Context: an optimization exercise on an open-source flow, tuned for small area, a short achievable clock period and few clock cycles. The choices shown serve that exercise and are no tape-out recipe.
Where RTL was checked, it was by simulation tests only, not by an equivalence proof against the original.
The flow treats the clock pin as an ideal source, which a real chip does not have.
Power is estimated from default activity; no workload was simulated.

==> inputs of nickel <==
==> flow/design.v <==
module pool1_top (
    input  wire        clk,
    input  wire        rst,
    input  wire [31:0] in_data,
    input  wire        in_valid,
    output wire        in_read,
    output wire [31:0] out_data,
    output wire        out_write,
    input  wire        out_ready
);
    localparam W  = 29;
    localparam NR = 14;          
    localparam RW = 16 * W;      
    reg  [NR*RW-1:0]  lb;        
    reg  [8:0]        cnt;       
    reg               odd;       
    reg  [W-1:0]      res;       
    reg               res_v;
    reg  [3:0]        pause;     
    reg               att;       
    reg  [W-1:0]      iw;        
    reg               iv;
    reg               rd_any;    
    reg               rd_rdy;    
    wire ph   = cnt[4];          
    wire free = ~odd & (cnt == 9'd0);
    wire dblk = odd & ph & res_v;
    wire run  = att & iv & (~dblk | out_ready);
    wire take = in_valid & (rd_any | (rd_rdy & out_ready));
    wire rd_a, rd_b;
    pool1_nand2 u_rd_a (.a(in_valid), .b(rd_any),               .y(rd_a));
    pool1_nand3 u_rd_b (.a(in_valid), .b(rd_rdy), .c(out_ready), .y(rd_b));
    pool1_nand2 u_rd   (.a(rd_a),     .b(rd_b),             .y(in_read));
    wire wr_n;
    pool1_nand2 u_wr_n (.a(res_v), .b(out_ready), .y(wr_n));
    pool1_inv   u_wr   (.a(wr_n), .y(out_write));
    assign out_data  = {3'b000, res};
    wire [W-1:0] first = lb[RW-1 -: W];          
    wire [W-1:0] last  = lb[NR*RW-1 -: W];       
    wire [W-1:0] op    = odd ? last : ph ? first : {W{1'b0}};
    wire [W-1:0] m     = (op >= iw) ? op : iw;
    wire shift = run & ~(odd ^ ph);              
    wire [NR*W-1:0] ring_in;
    wire shift_n = ~shift;
    genvar g, i;
    generate
        for (g = 1; g < NR - 1; g = g + 1) begin : g_mid
            for (i = 0; i < W; i = i + 1) begin : g_bit
                pool1_sel u_sel (
                    .a(lb[(g-1)*RW + (RW-W) + i]), .b(lb[g*RW + (RW-W) + i]),
                    .sa(shift), .sb(shift_n), .y(ring_in[g*W + i])
                );
            end
        end
    endgenerate
    assign ring_in[W-1:0] = (run & ~odd) ? m : first;
    assign ring_in[NR*W-1 -: W] = shift ? lb[(NR-1)*RW-1 -: W] :
                                  (run & odd & ~ph) ? m : last;
    integer k;
    always @(posedge clk)
        for (k = 0; k < NR; k = k + 1)
            lb[k*RW +: RW] <= {lb[k*RW +: RW-W], ring_in[k*W +: W]};
    wire         new_r   = run & odd & ph;
    always @(posedge clk) begin
        if (new_r)
            res <= (m[W-1 -: 3] == 3'b111) ? {W{1'b0}} : m;
        if (take)
            iw <= in_data[31] ? {W{1'b0}} :
                  (in_data[30] | in_data[29]) ? {W{1'b1}} : in_data[W-1:0];
    end
    wire       wrap    = cnt == 9'd447;
    wire [8:0] cnt_n   = ~run ? cnt : wrap ? 9'd0 : cnt + 9'd1;
    wire       odd_n   = odd ^ (run & wrap);
    wire       res_v_n = new_r | (res_v & ~out_ready);
    wire       iv_n    = take | (iv & ~run);
    wire       stop    = att & ~run & ~free;
    wire [3:0] pause_n = stop ? 4'd15 : (pause != 4'd0) ? pause - 4'd1 : 4'd0;
    always @(posedge clk) begin
        if (rst) begin
            cnt   <= 9'd0;
            odd   <= 1'b0;
            res_v <= 1'b0;
            pause <= 4'd0;
            att   <= 1'b1;
            iv    <= 1'b0;
            rd_any <= 1'b1;
            rd_rdy <= 1'b1;
        end else begin
            cnt   <= cnt_n;
            odd   <= odd_n;
            res_v <= res_v_n;
            pause <= pause_n;
            att   <= pause_n == 4'd0;
            iv    <= iv_n;
            rd_any <= ~iv_n | ((pause_n == 4'd0) & ~(odd_n & cnt_n[4] & res_v_n));
            rd_rdy <= pause_n == 4'd0;
        end
    end
endmodule
module pool1_nand2 (
    input  wire a,
    input  wire b,
    output wire y
);
    assign y = ~(a & b);
endmodule
module pool1_nand3 (
    input  wire a,
    input  wire b,
    input  wire c,
    output wire y
);
    assign y = ~(a & b & c);
endmodule
module pool1_inv (
    input  wire a,
    output wire y
);
    assign y = ~a;
endmodule
module pool1_sel (
    input  wire a,
    input  wire b,
    input  wire sa,
    input  wire sb,
    output wire y
);
    assign y = (a & sa) | (b & sb);
endmodule
==> flow/flow/run.sh <==
#!/bin/bash
# Own layout flow: the standard flow (the standard.sh, its synthesis
# unchanged), with these settings:
# - port buffers of the smallest plain buffer; timing repair resizes the
#   ones on critical paths,
# - larger clock-tree sink clusters, of clkbuf_16 only, and no dummy loads,
# - a setup repair margin of 6.4 ns, which reaches only the paths from the
#   handshake inputs to the handshake outputs,
# - after clock-tree synthesis, the two handshake output buffers set to
#   buf_6 and the latest input of each NAND on those paths on its fastest pin.
# Every tool's output is in the ORFS logs under orfs/logs; make's own output
# is in standard.log.
export BUFFER_PORTS_ARGS="-buffer_cell sky130_fd_sc_hd__buf_1"
export CTS_ARGS="-sink_clustering_enable -repair_clock_nets -sink_clustering_size 32 -sink_clustering_max_diameter 80 -buf_list sky130_fd_sc_hd__clkbuf_16 -dont_use_dummy_load"
export POST_CTS_TCL="$PWD/flow/post_cts.tcl"
bash standard.sh SETUP_SLACK_MARGIN=6.4 finish > standard.log 2>&1
==> flow/flow/post_cts.tcl <==
# After clock-tree synthesis, on the paths from the handshake inputs
# (in_valid, out_ready) to the handshake outputs (in_read, out_write), which
# set the period:
# - the two output buffers become buf_6;
# - on each NAND gate of those paths the latest input goes to the fastest pin
#   (A, then B, then C); the inputs of a NAND are interchangeable.
proc pc_driver {net} {
  foreach pin [get_pins -of_objects $net] {
    if {[get_property $pin direction] eq "output"} { return [get_cells -of_objects $pin] }
  }
  return ""
}
proc pc_arrival {pin} {
  set a 0
  foreach p {arrival_max_rise arrival_max_fall} {
    set v [get_property $pin $p]
    if {$v ne "" && $v ne "INF" && $v > $a} { set a $v }
  }
  return $a
}
set gates {}
foreach port {in_read out_write} {
  set ob [pc_driver [get_nets $port]]
  replace_cell $ob sky130_fd_sc_hd__buf_6
  set frontier [list $ob]
  for {set lvl 0} {$lvl < 3} {incr lvl} {
    set next {}
    foreach c $frontier {
      foreach ip [get_pins -of_objects $c -filter "direction==input"] {
        set d [pc_driver [get_nets -of_objects $ip]]
        if {$d ne ""} { lappend gates [get_full_name $d]; lappend next $d }
      }
    }
    set frontier $next
  }
}
set block [ord::get_db_block]
foreach g [lsort -unique $gates] {
  set inst [$block findInst $g]
  set mname [[$inst getMaster] getName]
  if {![regexp {__nand[23]_} $mname]} continue
  set pins {}
  foreach it [$inst getITerms] {
    if {[$it isInputSignal]} { lappend pins [[$it getMTerm] getName] }
  }
  set pins [lsort $pins]
  set byarr {}
  foreach p $pins {
    set net [[$inst findITerm $p] getNet]
    lappend byarr [list [pc_arrival [get_pins $g/$p]] $net]
  }
  set byarr [lsort -real -decreasing -index 0 $byarr]
  foreach p $pins { [$inst findITerm $p] disconnect }
  set i 0
  foreach p $pins {
    [$inst findITerm $p] connect [lindex [lindex $byarr $i] 1]
    incr i
  }
  set names {}
  foreach e $byarr { lappend names "[[lindex $e 1] getName]@[lindex $e 0]" }
  puts "post_cts: $g ($mname) pins [join $pins ,] <- [join $names { }]"
}
detailed_placement
==> flow/standard.sh <==
#!/bin/bash
# synth_recipe.tcl (not shown) runs the flow's synth.tcl, then flattens the netlist and writes it again
# the make line also repeats each setting of config.mk as NAME=value (left out here)
make -C /OpenROAD-flow-scripts/flow DESIGN_CONFIG=/design/flow/config.mk WORK_HOME=/design/flow/orfs CLKGATE_MAP_FILE= SYNTH_SCRIPT=/design/flow/synth_recipe.tcl "${@:-finish}"
==> flow/config.mk <==
export PLATFORM = sky130hd
export DESIGN_NAME = pool1_top
export DESIGN_NICKNAME = pool1_top
export VERILOG_FILES = /design/flow/design.v
export SDC_FILE = /design/flow/constraint.sdc
export NUM_CORES = 8
export LEC_CHECK = 0
export CAP_MARGIN = 20
export CORE_MARGIN = 2
export CORE_UTILIZATION = 40
export SETUP_SLACK_MARGIN = 5
export SLEW_MARGIN = 20
export SYNTH_HIERARCHICAL = 1
==> flow/constraint.sdc <==
create_clock -name core_clock -period 11.0 [get_ports {clk}]
set_input_delay 2.2000 -clock core_clock [delete_from_list [all_inputs] [get_ports {clk}]]
set_output_delay 2.2000 -clock core_clock [all_outputs]
set_load 0.01 [all_outputs]
==> umber (differences from nickel) <==
==> flow/design.v, changed modules only <==
module pool1_top (
    input  wire        clk,
    input  wire        rst,
    input  wire [31:0] in_data,
    input  wire        in_valid,
    output wire        in_read,
    output wire [31:0] out_data,
    output wire        out_write,
    input  wire        out_ready
);
    localparam W  = 29;
    localparam NR = 14;          
    localparam RW = 16 * W;      
    reg  [NR*RW-1:0]  lb;        
    reg  [8:0]        cnt;       
    reg               odd;       
    reg  [W-1:0]      res;       
    reg               res_v;
    reg  [3:0]        pause;     
    reg               att;       
    reg               go;        
    wire ph   = cnt[4];          
    wire free = ~odd & (cnt == 9'd0);
    wire run = in_valid & (go | (att & out_ready));
    wire rd_a, rd_b;
    pool1_nand2 u_rd_a (.a(in_valid), .b(go),               .y(rd_a));
    pool1_nand3 u_rd_b (.a(in_valid), .b(att), .c(out_ready), .y(rd_b));
    pool1_nand2 u_rd   (.a(rd_a),     .b(rd_b),             .y(in_read));
    wire wr_n;
    pool1_nand2 u_wr_n (.a(res_v), .b(out_ready), .y(wr_n));
    pool1_inv   u_wr   (.a(wr_n), .y(out_write));
    assign out_data  = {3'b000, res};
    wire [W-1:0] xr   = in_data[W-1:0];
    wire         xneg = in_data[31];
    wire         xsat = ~in_data[31] & (in_data[30] | in_data[29]);
    wire [W-1:0] first = lb[RW-1 -: W];          
    wire [W-1:0] last  = lb[NR*RW-1 -: W];       
    wire [W-1:0] op    = odd ? last : ph ? first : {W{1'b0}};
    wire         ge    = op >= xr;
    wire [W-1:0] m     = xsat ? {W{1'b1}} : (xneg | ge) ? op : xr;
    wire shift = run & ~(odd ^ ph);              
    wire [NR*W-1:0] ring_in;
    wire shift_n = ~shift;
    genvar g, i;
    generate
        for (g = 1; g < NR - 1; g = g + 1) begin : g_mid
            for (i = 0; i < W; i = i + 1) begin : g_bit
                pool1_sel u_sel (
                    .a(lb[(g-1)*RW + (RW-W) + i]), .b(lb[g*RW + (RW-W) + i]),
                    .sa(shift), .sb(shift_n), .y(ring_in[g*W + i])
                );
            end
        end
    endgenerate
    assign ring_in[W-1:0] = (run & ~odd) ? m : first;
    assign ring_in[NR*W-1 -: W] = shift ? lb[(NR-1)*RW-1 -: W] :
                                  (run & odd & ~ph) ? m : last;
    integer k;
    always @(posedge clk)
        for (k = 0; k < NR; k = k + 1)
            lb[k*RW +: RW] <= {lb[k*RW +: RW-W], ring_in[k*W +: W]};
    wire         new_r   = run & odd & ph;
    always @(posedge clk)
        if (new_r)
            res <= (m[W-1 -: 3] == 3'b111) ? {W{1'b0}} : m;
    wire       wrap    = cnt == 9'd447;
    wire [8:0] cnt_n   = ~run ? cnt : wrap ? 9'd0 : cnt + 9'd1;
    wire       odd_n   = odd ^ (run & wrap);
    wire       res_v_n = new_r | (res_v & ~out_ready);
    wire       stop    = att & ~run & ~free;
    wire [3:0] pause_n = stop ? 4'd15 : (pause != 4'd0) ? pause - 4'd1 : 4'd0;
    always @(posedge clk) begin
        if (rst) begin
            cnt   <= 9'd0;
            odd   <= 1'b0;
            res_v <= 1'b0;
            pause <= 4'd0;
            att   <= 1'b1;
            go    <= 1'b1;
        end else begin
            cnt   <= cnt_n;
            odd   <= odd_n;
            res_v <= res_v_n;
            pause <= pause_n;
            att   <= pause_n == 4'd0;
            go    <= (pause_n == 4'd0) & ~(odd_n & cnt_n[4] & res_v_n);
        end
    end
endmodule
--- a/flow/flow/run.sh
+++ b/flow/flow/run.sh
@@ -8,4 +8,3 @@
 #   handshake inputs to the handshake outputs,
-# - after clock-tree synthesis, the two handshake output buffers set to
-#   buf_6 and the latest input of each NAND on those paths on its fastest pin.
+# - after clock-tree synthesis, the two handshake output buffers set to buf_6.
 # Every tool's output is in the ORFS logs under orfs/logs; make's own output
==> flow/flow/post_cts.tcl (replaced) <==
# Size the buffers of the handshake outputs for speed: they sit on the
# paths from in_valid/out_ready to in_read/out_write, which set the period.
foreach port {in_read out_write} {
  foreach pin [get_pins -of_objects [get_nets -of_objects [get_ports $port]]] {
    if {[get_property $pin direction] eq "output"} {
      set cell [get_cells -of_objects $pin]
      puts "post_cts: $port driven by [get_full_name $cell] ([get_property $cell ref_name]) -> sky130_fd_sc_hd__buf_6"
      replace_cell $cell sky130_fd_sc_hd__buf_6
    }
  }
}
detailed_placement
==> tundra (differences from nickel) <==
--- a/flow/design.v
+++ b/flow/design.v
@@ -23,3 +23,2 @@
     reg               rd_any;    
-    reg               rd_rdy;    
     wire ph   = cnt[4];          
@@ -28,6 +27,6 @@
     wire run  = att & iv & (~dblk | out_ready);
-    wire take = in_valid & (rd_any | (rd_rdy & out_ready));
+    wire take = in_valid & (rd_any | (att & out_ready));
     wire rd_a, rd_b;
     pool1_nand2 u_rd_a (.a(in_valid), .b(rd_any),               .y(rd_a));
-    pool1_nand3 u_rd_b (.a(in_valid), .b(rd_rdy), .c(out_ready), .y(rd_b));
+    pool1_nand3 u_rd_b (.a(in_valid), .b(att),    .c(out_ready), .y(rd_b));
     pool1_nand2 u_rd   (.a(rd_a),     .b(rd_b),             .y(in_read));
@@ -86,3 +85,2 @@
             rd_any <= 1'b1;
-            rd_rdy <= 1'b1;
         end else begin
@@ -95,3 +93,2 @@
             rd_any <= ~iv_n | ((pause_n == 4'd0) & ~(odd_n & cnt_n[4] & res_v_n));
-            rd_rdy <= pause_n == 4'd0;
         end
==> comparison <==
Synthesized area: umber < tundra < nickel. Register-to-register slack: nickel is higher than tundra (0.19 ns). Power is about the same in nickel and tundra. Cell count is about the same in tundra and nickel. In nickel the clock skew is lower than in tundra, by 0.019 ns. tundra produced a clean layout. umber never finished: it broke off in clock tree synthesis (STA-0100). nickel finished clean. In sequential power, nickel and tundra hardly differ. In global-route usage, nickel and tundra hardly differ. Via count: tundra is lower than nickel (0.26%). In clock power, nickel and tundra hardly differ. Sequential share of layout area is about the same in nickel and tundra.
Testbench counts of tundra, summed over its fixed seeds: cycles 301,072.
Only the layout flow was run in nickel and umber; the RTL was not checked for function there.

[static timing again, ports no longer ideal]
The results above use ideal ports. As a check the final layouts listed here were re-extracted and re-timed, cells and wires unchanged.
Step 1 (the two cells are an assumption about what drives the block):
set clk [get_ports {clk}]
set_driving_cell -lib_cell sky130_fd_sc_hd__clkbuf_16 $clk
set_driving_cell -lib_cell sky130_fd_sc_hd__buf_2 [delete_from_list [all_inputs] $clk]
Step 2 also shifts input and output timing later by t, the mid clock arrival at the registers, as if the neighbouring blocks saw the same clock.
Three values: no drivers, after step 1, after step 2; two values: the first two.
run	t (ns)	setup WS [ns]	worst register clock-pin slew, ns	worst data-port slew with drivers (ns)
nickel	0.952	6.258 / 6.208 / 5.461	0.12 / 0.12	0.22
tundra	0.978	6.175 / 6.144 / 5.615	0.11 / 0.11	0.07
After both steps every run listed still meets setup and hold. For nickel, which loses most, drivers alone change the setup slack by -0.050 ns; drivers and shift together by -0.797 ns.
